Source: an optimization exercise on an open RTL-to-GDS flow (aim: small area and a short achievable clock period). Production flows keep margins and buffers that such runs may drop. At most, simulation tests tie the RTL to the original design; equivalence was not proved. Function not checked in run 1: the RTL went through the layout flow alone.

==> flow/design.v (outline; a module is shown in full before it is edited, if it fits) <==
// module kalman_filter: 1248 lines
// module seg_driver: 95 lines
// module kalman_range: 70 lines
// module div100: 417 lines
// module mod100: 50 lines
// module add_fa: 4 lines
// module add_ha: 4 lines
module kalman_range (
    input               clk,
    input               rst_n,
    input       [18:0]  f_data_in,
    input       [18:0]  b_data_in,
    output      [6:0]   hex1,
    output      [6:0]   hex2,
    output      [6:0]   hex3,
    output      [6:0]   hex4,
    output      [6:0]   hex5,
    output      [6:0]   hex6,
    output      [6:0]   hex7,
    output      [6:0]   hex8,
    output      [12:0]  distance_data_f,
    output      [12:0]  distance_data_b
);
  // ...
==> flow/run.sh <==
#!/bin/bash
# synth_recipe.tcl (not shown) runs the flow's synth.tcl, then flattens the netlist and writes it again
# the make line also repeats each setting of config.mk as NAME=value (left out here)
make -C /OpenROAD-flow-scripts/flow DESIGN_CONFIG=/design/flow/config.mk WORK_HOME=/design/flow/orfs CLKGATE_MAP_FILE= SYNTH_SCRIPT=/design/flow/synth_recipe.tcl finish
==> flow/config.mk <==
export PLATFORM = sky130hd
export DESIGN_NAME = kalman_range
export DESIGN_NICKNAME = kalman_range
export VERILOG_FILES = /design/flow/design.v
export SDC_FILE = /design/flow/constraint.sdc
export NUM_CORES = 4
export LEC_CHECK = 0
export CAP_MARGIN = 20
export CORE_MARGIN = 2
export CORE_UTILIZATION = 40
export PLACE_DENSITY = 0.6
export SLEW_MARGIN = 20
export SYNTH_HIERARCHICAL = 1
export SYNTH_MINIMUM_KEEP_SIZE = 0
==> flow/constraint.sdc <==
create_clock -name core_clock -period 140.0 [get_ports {clk}]
set_input_delay 28.0000 -clock core_clock [delete_from_list [all_inputs] [get_ports {clk}]]
set_output_delay 28.0000 -clock core_clock [all_outputs]
set_load 0.01 [all_outputs]
==> reports/results.tsv, run 1 <==
metric	value	unit
use_met3	3.26	%
hold_viol_final	0	
synth_mux_area_share	0.555	%
drt-total-wl	73700	µm
critPathMaxStageDelay	0.57	ns
syn_inst	2752	
cts-root-buf	clkbuf_16	
drt-vias-per-instance	5.72	
yosysTopAreaCellShare	30.5	%
slew_violations	0	
core.rowCount	92	
wl_per_cell	20.6	µm
synth.avg_cell_area	9.33	µm²
timing.hold.ws	0.358	ns
buffer_area_share	5.53	%
fill_cells	6063	
cp_max_fo	10	
worstSetupEndpointType	flip-flop	
drive_gt1_share	6.32	%
status	finished clean	
tns	0	ns
synth_top_family_by_area	adder cells	
critPathCapture	f_kalman_filter.data_out[17]	
==> module seg_driver, before the edit <==
module seg_driver(
		input	wire		clk		,
		input	wire		rst_n	,
		input	wire		alive	,	 
		input	wire [12:0]	q_in	,
		input	wire [6:0]	r_in	,
		output	wire [6:0]	hex1	,
		output	wire [6:0]	hex2	,
		output	wire [6:0]	hex3	,
		output	wire [6:0]	hex4	,
		output	wire [6:0]	hex5	,
		output	wire [6:0]	hex6	,
		output	wire [6:0]	hex7	,
		output	wire [6:0]	hex8
	);
		reg		[12:0]	q1;
		reg		[6:0]	r1;
		always @(posedge clk) begin
			q1 <= q_in;
			r1 <= r_in;
		end
		function [3:0] add3;
			input [3:0] d;
			case (d)
				4'd5:    add3 = 4'd8;
				4'd6:    add3 = 4'd9;
				4'd7:    add3 = 4'd10;
				4'd8:    add3 = 4'd11;
				4'd9:    add3 = 4'd12;
				default: add3 = d;
			endcase
		endfunction
		reg		[28:0]	sq;
		reg		[14:0]	sr;
		integer			i;
		always @(*) begin
			sq = {16'd0, q1};
			for (i = 0; i < 13; i = i + 1) begin
				sq[16:13] = add3(sq[16:13]);
				sq[20:17] = add3(sq[20:17]);
				sq[24:21] = add3(sq[24:21]);
				sq = sq << 1;
			end
			sr = {8'd0, r1};
			for (i = 0; i < 7; i = i + 1) begin
				sr[10:7]  = add3(sr[10:7]);
				sr = sr << 1;
			end
		end
		reg		[3:0]	point_3, point_2, point_1, cm_unit, cm_ten;
		reg		[2:0]	cm_hund;
		always @(posedge clk or negedge rst_n) begin
			if(!rst_n)begin
				point_3	<= 4'd8;
				point_2	<= 4'd8;
				point_1	<= 4'd8;
				cm_unit	<= 4'd8;
				cm_ten	<= 4'd8;
				cm_hund	<= 3'd7;
			end
			else begin
				point_3	<= sr[10:7];
				point_2	<= sr[14:11];
				point_1	<= sq[16:13];
				cm_unit	<= sq[20:17];
				cm_ten	<= sq[24:21];
				cm_hund	<= sq[27:25];
			end
		end
		assign hex1 = hex_data(point_3);
		assign hex2 = hex_data(point_2);
		assign hex3 = hex_data(point_1);
		assign hex4 = {1'b0, {6{alive}}};
		assign hex5 = hex_data(cm_unit);
		assign hex6 = hex_data(cm_ten);
		assign hex7 = hex_data({cm_hund[2] & cm_hund[1] ? 4'd8 : {1'b0, cm_hund}});
		assign hex8 = {7{alive}};
		function  [6:0]	hex_data;
			input   [3:0]	data_i;
			begin
				case(data_i)
					4'd0:hex_data = 7'b1000000;
					4'd1:hex_data = 7'b1111001;
					4'd2:hex_data = 7'b0100100;
					4'd3:hex_data = 7'b0110000;
					4'd4:hex_data = 7'b0011001;
					4'd5:hex_data = 7'b0010010;
					4'd6:hex_data = 7'b0000010;
					4'd7:hex_data = 7'b1111000;
					4'd9:hex_data = 7'b0010000;
					default:hex_data = 7'b0000000;
				endcase
			end
		endfunction
	endmodule
==> run 2, diff against run 1 <==
--- a/flow/design.v
+++ b/flow/design.v
@@ -1269,14 +1269,10 @@
 		end
 		function [3:0] add3;
 			input [3:0] d;
-			case (d)
-				4'd5:    add3 = 4'd8;
-				4'd6:    add3 = 4'd9;
-				4'd7:    add3 = 4'd10;
-				4'd8:    add3 = 4'd11;
-				4'd9:    add3 = 4'd12;
-				default: add3 = d;
-			endcase
+			add3 = {d[3] | d[2] & (d[1] | d[0]),
+			        d[3] & d[0] | d[2] & ~d[1] & ~d[0],
+			        d[3] & ~d[0] | ~d[2] & d[1] | d[1] & d[0],
+			        d[3] & ~d[0] | ~d[3] & ~d[2] & d[0] | d[2] & d[1] & ~d[0]};
 		endfunction
 		reg		[28:0]	sq;
 		reg		[14:0]	sr;
@@ -1321,24 +1317,29 @@
 		assign hex4 = {1'b0, {6{alive}}};
 		assign hex5 = hex_data(cm_unit);
 		assign hex6 = hex_data(cm_ten);
-		assign hex7 = hex_data({cm_hund[2] & cm_hund[1] ? 4'd8 : {1'b0, cm_hund}});
+		assign hex7 = hex_hund(cm_hund);
 		assign hex8 = {7{alive}};
 		function  [6:0]	hex_data;
-			input   [3:0]	data_i;
-			begin
-				case(data_i)
-					4'd0:hex_data = 7'b1000000;
-					4'd1:hex_data = 7'b1111001;
-					4'd2:hex_data = 7'b0100100;
-					4'd3:hex_data = 7'b0110000;
-					4'd4:hex_data = 7'b0011001;
-					4'd5:hex_data = 7'b0010010;
-					4'd6:hex_data = 7'b0000010;
-					4'd7:hex_data = 7'b1111000;
-					4'd9:hex_data = 7'b0010000;
-					default:hex_data = 7'b0000000;
-				endcase
-			end
+			input   [3:0]	d;
+			hex_data = ~{d[3] | d[2] ^ d[1] | d[1] & ~d[0],						 
+			             d[3] | ~d[1] & ~d[0] | d[2] & ~d[1] | d[2] & ~d[0],	 
+			             ~d[2] & ~d[0] | d[1] & ~d[0],							 
+			             d[3] | ~d[2] & ~d[0] | ~d[2] & d[1] | d[1] & ~d[0] | d[2] & ~d[1] & d[0],	 
+			             d[2] | ~d[1] | d[0],									 
+			             ~d[2] | ~d[1] & ~d[0] | d[1] & d[0],					 
+			             d[3] | d[1] | d[2] & d[0] | ~d[2] & ~d[0]};			 
+		endfunction
+		function  [6:0]	hex_hund;
+			input   [2:0]	d;
+			case (d)
+				3'd0:    hex_hund = 7'b1000000;
+				3'd1:    hex_hund = 7'b1111001;
+				3'd2:    hex_hund = 7'b0100100;
+				3'd3:    hex_hund = 7'b0110000;
+				3'd4:    hex_hund = 7'b0011001;
+				3'd5:    hex_hund = 7'b0010010;
+				default: hex_hund = 7'b0000000;
+			endcase
 		endfunction
 	endmodule
 module kalman_range (
--- a/flow/config.mk
+++ b/flow/config.mk
@@ -5,6 +5,7 @@
 export SDC_FILE = /design/flow/constraint.sdc
 export NUM_CORES = 4
 export LEC_CHECK = 0
+export ABC_AREA = 1
 export CAP_MARGIN = 20
 export CORE_MARGIN = 2
 export CORE_UTILIZATION = 40
==> run 2 against run 1 <==
  * Hold slack worse by 0.0064 ns
  * Still clean
  * Register-to-register slack improved by 0.15 ns
  * Clock skew is 0.00094 ns higher
  * Global-route usage decreased by 1.8 points
  * Via count decreased by 2.8%
  * Synthesized area fell by 1.7%
  * Setup slack better by 0.25 ns
  * Die area shrank 1.7%
  * Core utilization shrank 0.42 points
==> reports/results.tsv, run 2 <==
metric	value	unit	change
synth_common_cells	nand2_1 (563), inv_1 (484), fa_1 (392)		
ys_top_cells_by_area	fa_1 (31%), ha_1 (13%), nand2_1 (8.4%)		
core-area	62700	µm²	
setup_viol	0		
place.gp.congestion	0.860		
fill_cells	6225		+2.7%
syn_inst	3064		+11%
clkSlewWorstSetupHoldPaths	0.08	ns	
yosysTopAreaCellShare	31.1	%	+0.54 points
synth_seq_area_share	7.97	%	
core.rowCount	92		unchanged
drive_gt1_share	8.43	%	+2.1 points
synth_edf_count	0		
grt_pass1_wl	105000	µm	
antenna_found_initial	0		
grt_max_degree	65		
yosys_warnings	9		
overflow	0		
clock_latency	0.39	ns	
final_cell_mix	nand2_1 (561), inv_1 (483), fa_1 (392), ha_1 (258), xor2_1 (227)		
synth_most_common_cell	nand2_1		
wl_per_cell	16.6	µm	-19%
drtIter0Drc	1371		
r2r_end	f_kalman_filter.data_out[17]		
syn_nets	3754		
cts_resized	0		
die_y	255	µm	
cp-start-kind	primary input		
die_area	65100	µm²	
ys_ff_latch	84		
cts_setup_buffers	0		
initial_core_util	40.2	%	
fin_skew	0.0154	ns	
ctsLongestPathBuffers	2		
fmax	28.3	MHz	
final_common_cell	nand2_1		
async_reset_ff_share	76.2	%	
fin_crit	35.28	ns	
worstSetupEndpointType	flip-flop		
critPathMaxStageDelay	0.85	ns	+0.28 ns
grt_usage	20.5	%	
cp_max_fo	18		+8
hold_path_class	flip-flop to flip-flop		
crit_start	f_data_in[0]		
grt_pass1_vias	19909		
min_period_over_period	25.2	%	
postRouteAntennaNets	0		
cap_violations	0		
multi_input_area	20500	µm²	
rsz0062_at_grt	no		
hold_viol_final	0		unchanged
status	finished clean		
fin_util	43.2	%	
netlist_area	25200	µm²	
dp_hpwl	50800	µm	
slew_violations	0		unchanged
drt-vias-per-instance	5.10		-11%
ff2ff_setup_slack	131.92	ns	
portBuffers	120		
synth.avg_cell_area	8.24	µm²	-12%
crit_required	140.28	ns	
cts_hold_buf	0		
arrival	35.56	ns	
htree_levels	3		
crit_top_cell	fa_1		
tns	0	ns	unchanged
synthFlopType	dfrtp_1		
drt-total-wl	64800	µm	-12%
maxSlewHeadroom	30.7	%	
critPathCapture	f_kalman_filter.data_out[17]		
netlist.top_cell.by_area	fa_1		
detail_route.first_pass.iterations	7		
io-pin-count	122		
yosysUniqueCellTypes	52		
r2r_start	f_kalman_filter.data_out[0]		
cts-root-buf	clkbuf_16		
vias	19919		
fin_nets	3745		
cts_buffers	9		
syn_to_final_growth	7.45	%	
path_class	primary input to flip-flop		
cts_tree	built		
cts_sinks	84		
die_x	255	µm	
largestRegisters	b_kalman_filter.data_out (19), f_kalman_filter.data_out (19), u_seg_driver.q1 (13)		
drc	0		
tightest_slew	1.04	ns	
worstRegToRegCells	33		
seqCellArea	2010	µm²	
slowest_stage	inv_1		
[run 2: kinds of logic (layout without fill, tap and decap cells)]
kind of cell / after synthesis / count (layout) / share of synthesized area, %
AO/OA/AOI/OAI: 405 / 405 / 10.5
adder cells (fa/ha/maj): 650 / 650 / 43.9
buffers and inverters: 670 / 666 / 11.0
flip-flops: 84 / 84 / 7.97
other: 1 / 2 / 0.0149
AND/OR/NAND/NOR: 1014 / 1014 / 18.3
XOR/XNOR: 240 / 240 / 8.39
[run 2: critical path, delay by kind of cell]
family	cells	cell delay (ns)
xor+xnor	2	0.45
simple gates	10	1.18
fa+ha+maj	9	3.34
compound gates	7	0.94
buf+inv	7	1.61
[run 2: layout make-up]
type	count	area share, %
Antenna cell	1	0.00923
Clock buffer	9	0.830
Clock inverter	7	0.318
Inverter	514	7.11
Multi-Input combinational cell	2310	75.5
Sequential cell	84	7.42
Tap cell	846	3.90
Timing Repair Buffer	136	4.89
[run 2: worst min-delay path by stage]
| stage | startpoint | to | slack (ns) | cells past startpoint |
|---|---|---|---|---|
| final | u_seg_driver.q1[0] | u_seg_driver.point_1[0] | 0.35 | 0 |
| after global routing | u_seg_driver.q1[0] | u_seg_driver.point_1[0] | 0.36 | 0 |
| after CTS | u_seg_driver.q1[0] | u_seg_driver.point_1[0] | 0.35 | 0 |
| after detailed placement | u_seg_driver.q1[0] | u_seg_driver.point_1[0] | 0.34 | 0 |
| after global placement | u_seg_driver.q1[0] | u_seg_driver.point_1[0] | 0.34 | 0 |
| after floorplan | u_seg_driver.q1[0] | u_seg_driver.point_1[0] | 0.32 | 0 |
[run 2: routing by layer]
metal | part of all wire, % | routed length [µm] | global-route usage (%)
met2 | 46 | 29800 | 33.1
met4 | 2.0 | 1280 | 5.35
met3 | 6.0 | 3870 | 2.54
met1 | 46 | 29900 | 28.9
met5 | 0 | 0 | 0
[run 2: Yosys stat by module, one instance, submodules excluded]
module         times used  flip-flops and latches  cells inside
kalman_filter           2                      19           728
seg_driver              1                      43           588
div100                  2                       0           267
kalman_range            1                       3            42
mod100                  1                       0            35
add_fa                373                       0             1
add_ha                 36                       0             1
[run 2: per-stage QoR]
step / hold WS, ns / setup WS [ns] / area, µm² / instances
after global placement: 0.336 / 104.19 / 26800 / 3889
after detailed placement: 0.344 / 104.08 / 26800 / 3889
final: 0.352 / 104.72 / 27100 / 3907
after global routing: 0.365 / 104.13 / 27100 / 3906
after floorplan: 0.316 / 105.69 / 25200 / 3064
after CTS: 0.353 / 104.48 / 27100 / 3905
==> run 3, diff against run 2 <==
--- a/flow/config.mk
+++ b/flow/config.mk
@@ -5,7 +5,6 @@
 export SDC_FILE = /design/flow/constraint.sdc
 export NUM_CORES = 4
 export LEC_CHECK = 0
-export ABC_AREA = 1
 export CAP_MARGIN = 20
 export CORE_MARGIN = 2
 export CORE_UTILIZATION = 40
==> run 3 against run 2 <==
  * Hold slack got worse by 0.019 ns
  * Synthesized area is 2.4% higher
  * Core utilization up 0.11 points
  * Non-clock buffer count increased by 24
  * Fmax shrank 1.6%
  * Still clean on timing, DRC and antenna
  * Wire length rose by 19%
  * Critical path type unchanged
  * Largest cell class unchanged
==> reports/results.tsv, run 3 <==
metric	value	unit	change
status	finished clean		
drt-total-wl	77000	µm	+19%
vias	20883		+4.8%
cp_max_fo	10		-8
clock_latency	0.40	ns	about the same
arrival	36.12	ns	+0.56 ns
cp-start-kind	primary input		
ff2ff_setup_slack	131.44	ns	-0.48 ns
wl_per_cell	21.4	µm	+29%
hold_viol_final	0		unchanged
yosysUniqueCellTypes	126		+140%
crit_required	140.26	ns	-0.02 ns
critPathMaxStageDelay	0.77	ns	-0.08 ns
drt-vias-per-instance	5.80		+14%
netlist.top_cell.by_area	fa_1		
cts_hold_buf	0		unchanged
fin_skew	0.0303	ns	+0.0149 ns
netlist_area	25800	µm²	+2.4%
portBuffers	120		unchanged
wl_met3	5190	µm	+34%
core-area	64100	µm²	+2.2%
initial_core_util	40.3	%	+0.071 points
cts_resized	0		unchanged
cts_setup_buffers	0		unchanged
r2r_start	f_kalman_filter.data_out[0]		
io-pin-count	122		unchanged
worstHoldStart	u_seg_driver.r1[0]		
clkSlewWorstSetupHoldPaths	0.06	ns	-0.02 ns
wl_met2	36700	µm	+23%
drtIter0Drc	1568		+14%
synth_edf_count	0		unchanged
syn_to_final_growth	7.53	%	about the same
r2r_end	f_kalman_filter.data_out[17]		
fmax	27.9	MHz	-1.6%
yosys_warnings	9		unchanged
final_common_cell	fa_1		
yosysTopAreaCellShare	30.4	%	-0.72 points
rsz0062_at_grt	no		
fin_util	43.3	%	+0.11 points
htree_levels	3		unchanged
fin_ws	104.14	ns	-0.586 ns
slowest_stage	xor2_1		
cap_violations	0		unchanged
grt_usage	23.4	%	+2.9 points
wirelength_met1	33000	µm	+10%
ys_ff_latch	84		unchanged
async_reset_ff_share	76.2	%	unchanged
cts_buffers	9		unchanged
die_area	66600	µm²	+2.3%
syn_nets	3459		-7.9%
core.rowCount	93		+1.1%
top_layer_used	met4		
die_x	258	µm	+1.2%
min_period_over_period	25.6	%	+0.42 points
ys_top_cells_by_area	fa_1 (30%), ha_1 (12%), xnor2_1 (8.6%)		
cts_tree	built		
dp_hpwl	59200	µm	+16%
drc	0		unchanged
setup_viol	0		unchanged
grt_pass1_vias	21763		+9.3%
hold_depth	0		unchanged
synth_common_cells	fa_1 (392), inv_1 (265), ha_1 (258)		
antenna_found_initial	1		+1
grt_pass1_wl	123000	µm	+17%
synth.avg_cell_area	9.33	µm²	+13%
crit_top_cell	fa_1		
drive_gt1_share	6.05	%	-2.4 points
path_class	primary input to flip-flop		
place_ws	103.49	ns	-0.586 ns
hold_path_class	flip-flop to flip-flop		
tns	0	ns	unchanged
fin_nets	3429		-8.4%
ctsLongestPathBuffers	2		unchanged
place.gp.congestion	0.930		+8.1%
grt_max_degree	65		unchanged
cts-root-buf	clkbuf_16		
postRouteAntennaNets	0		unchanged
maxSlewHeadroom	22.0	%	-8.7 points
fin_crit	35.86	ns	+0.586 ns
cts_sinks	84		unchanged
worstSetupEndpointType	flip-flop		
place_inst	3583		-7.9%
tightest_slew	1.16	ns	+0.124 ns
detail_route.first_pass.iterations	6		-1
worstRegToRegCells	26		-21%
final_cells	3599		-7.9%
slew_violations	0		unchanged
syn_inst	2769		-9.6%
final_cell_mix	fa_1 (392), inv_1 (264), ha_1 (258), xnor2_1 (252), nand2_1 (188)		
synth_most_common_cell	fa_1		
hold_end	u_seg_driver.point_3[0]		
antenna-diode-count	0		-1
synthFlopType	dfrtp_1		
overflow	0		unchanged
die_y	258	µm	+1.2%
synth_seq_area_share	7.79	%	-0.19 points
largestRegisters	b_kalman_filter.data_out (19), f_kalman_filter.data_out (19), u_seg_driver.q1 (13)		
-- run 3: kinds of logic after synthesis --
| group | share of synthesized area, % |
|---|---|
| simple gates | 11.0 |
| xor+xnor | 10.3 |
| compound gates | 19.5 |
| buf+inv | 7.85 |
| mux | 0.557 |
| other cells | 0.0145 |
| fa+ha+maj | 43.1 |
| flops | 7.79 |
-- run 3: per-module statistics from Yosys, one instance, submodules excluded --
module         flops+latches  times used
seg_driver                43           1
add_fa                     0         373
kalman_range               3           1
div100                     0           2
mod100                     0           1
add_ha                     0          36
kalman_filter             19           2
-- run 3: per-layer routing --
metal	global-route usage, %	vias to the layer above
li1	-	9524
met1	30.7	10474
met2	39.1	758
met3	3.85	127
met4	7.74	0
met5	0	-
-- run 3: worst max-delay path by stage --
stage | to | depth (start not counted) | startpoint | slack, ns
floorplan | f_kalman_filter.data_out[17] | 27 | f_data_in[0] | 104.56
global route | f_kalman_filter.data_out[17] | 28 | f_data_in[0] | 103.74
detailed placement | b_kalman_filter.data_out[17] | 31 | b_data_in[0] | 103.49
global placement | f_kalman_filter.data_out[17] | 31 | f_data_in[0] | 103.52
CTS | b_kalman_filter.data_out[17] | 31 | b_data_in[0] | 103.88
finish | b_kalman_filter.data_out[17] | 27 | b_data_in[0] | 104.14
-- run 3: cell type report --
| type | instances | area (µm²) |
|---|---|---|
| Multi-Input combinational cell | 2211 | 21900 |
| Sequential cell | 84 | 2010 |
| Clock buffer | 10 | 250 |
| Clock inverter | 6 | 42.5 |
| Inverter | 273 | 1020 |
| Timing Repair Buffer | 160 | 1500 |
| Fill cell | 6142 | 36300 |
| Tap cell | 855 | 1070 |
-- run 3: worst max-delay path: cells and delay by family --
| family | cells | cell delay, ns |
|---|---|---|
| AOI/OAI and AO/OA | 7 | 1.58 |
| xor gates and xnor gates | 2 | 0.94 |
| adders and majority gates | 9 | 3.79 |
| buffers and inverters | 4 | 0.85 |
| and+or+nand+nor | 5 | 0.96 |
-- run 3: per-stage QoR --
stage / cell area (µm²) / hold WS [ns]
2_1_floorplan: 25800 / 0.316
3_3_place_gp: 27500 / 0.319
3_5_place_dp: 27500 / 0.324
4_1_cts: 27800 / 0.333
5_1_grt: 27800 / 0.336
6_report: 27800 / 0.333

separate check: timing with driven ports:
The flow's constraints put no driver on any port. The routed layouts listed below were extracted and timed again, unchanged, in two steps.
Step 1 sets driving cells, clkbuf_16 on the clock port and buf_2 on the other inputs (assumed; they add their load-dependent delay and slew).
Step 2 also shifts input and output timing later by t, the mid clock arrival at the registers, as if the neighbouring blocks saw the same clock.
a / b / c = ideal ports / drivers / drivers and shift; a / b = the first two.
run	t, ns	setup WS [ns]	worst setup path after step 2	clock arrival spread, ns	pins driven straight from the clock port
run 1	0.425	104.479 / 104.513 / 104.088	input to register	0.014 / 0.014	1
run 2	0.437	104.724 / 104.756 / 104.319	input to register	0.018 / 0.018	1
run 3	0.447	104.138 / 104.175 / 103.728	input to register	0.030 / 0.030	1
After both steps every run listed still meets setup and hold. For run 3, which loses most, drivers alone change the setup slack by +0.037 ns; drivers and shift together by -0.410 ns.
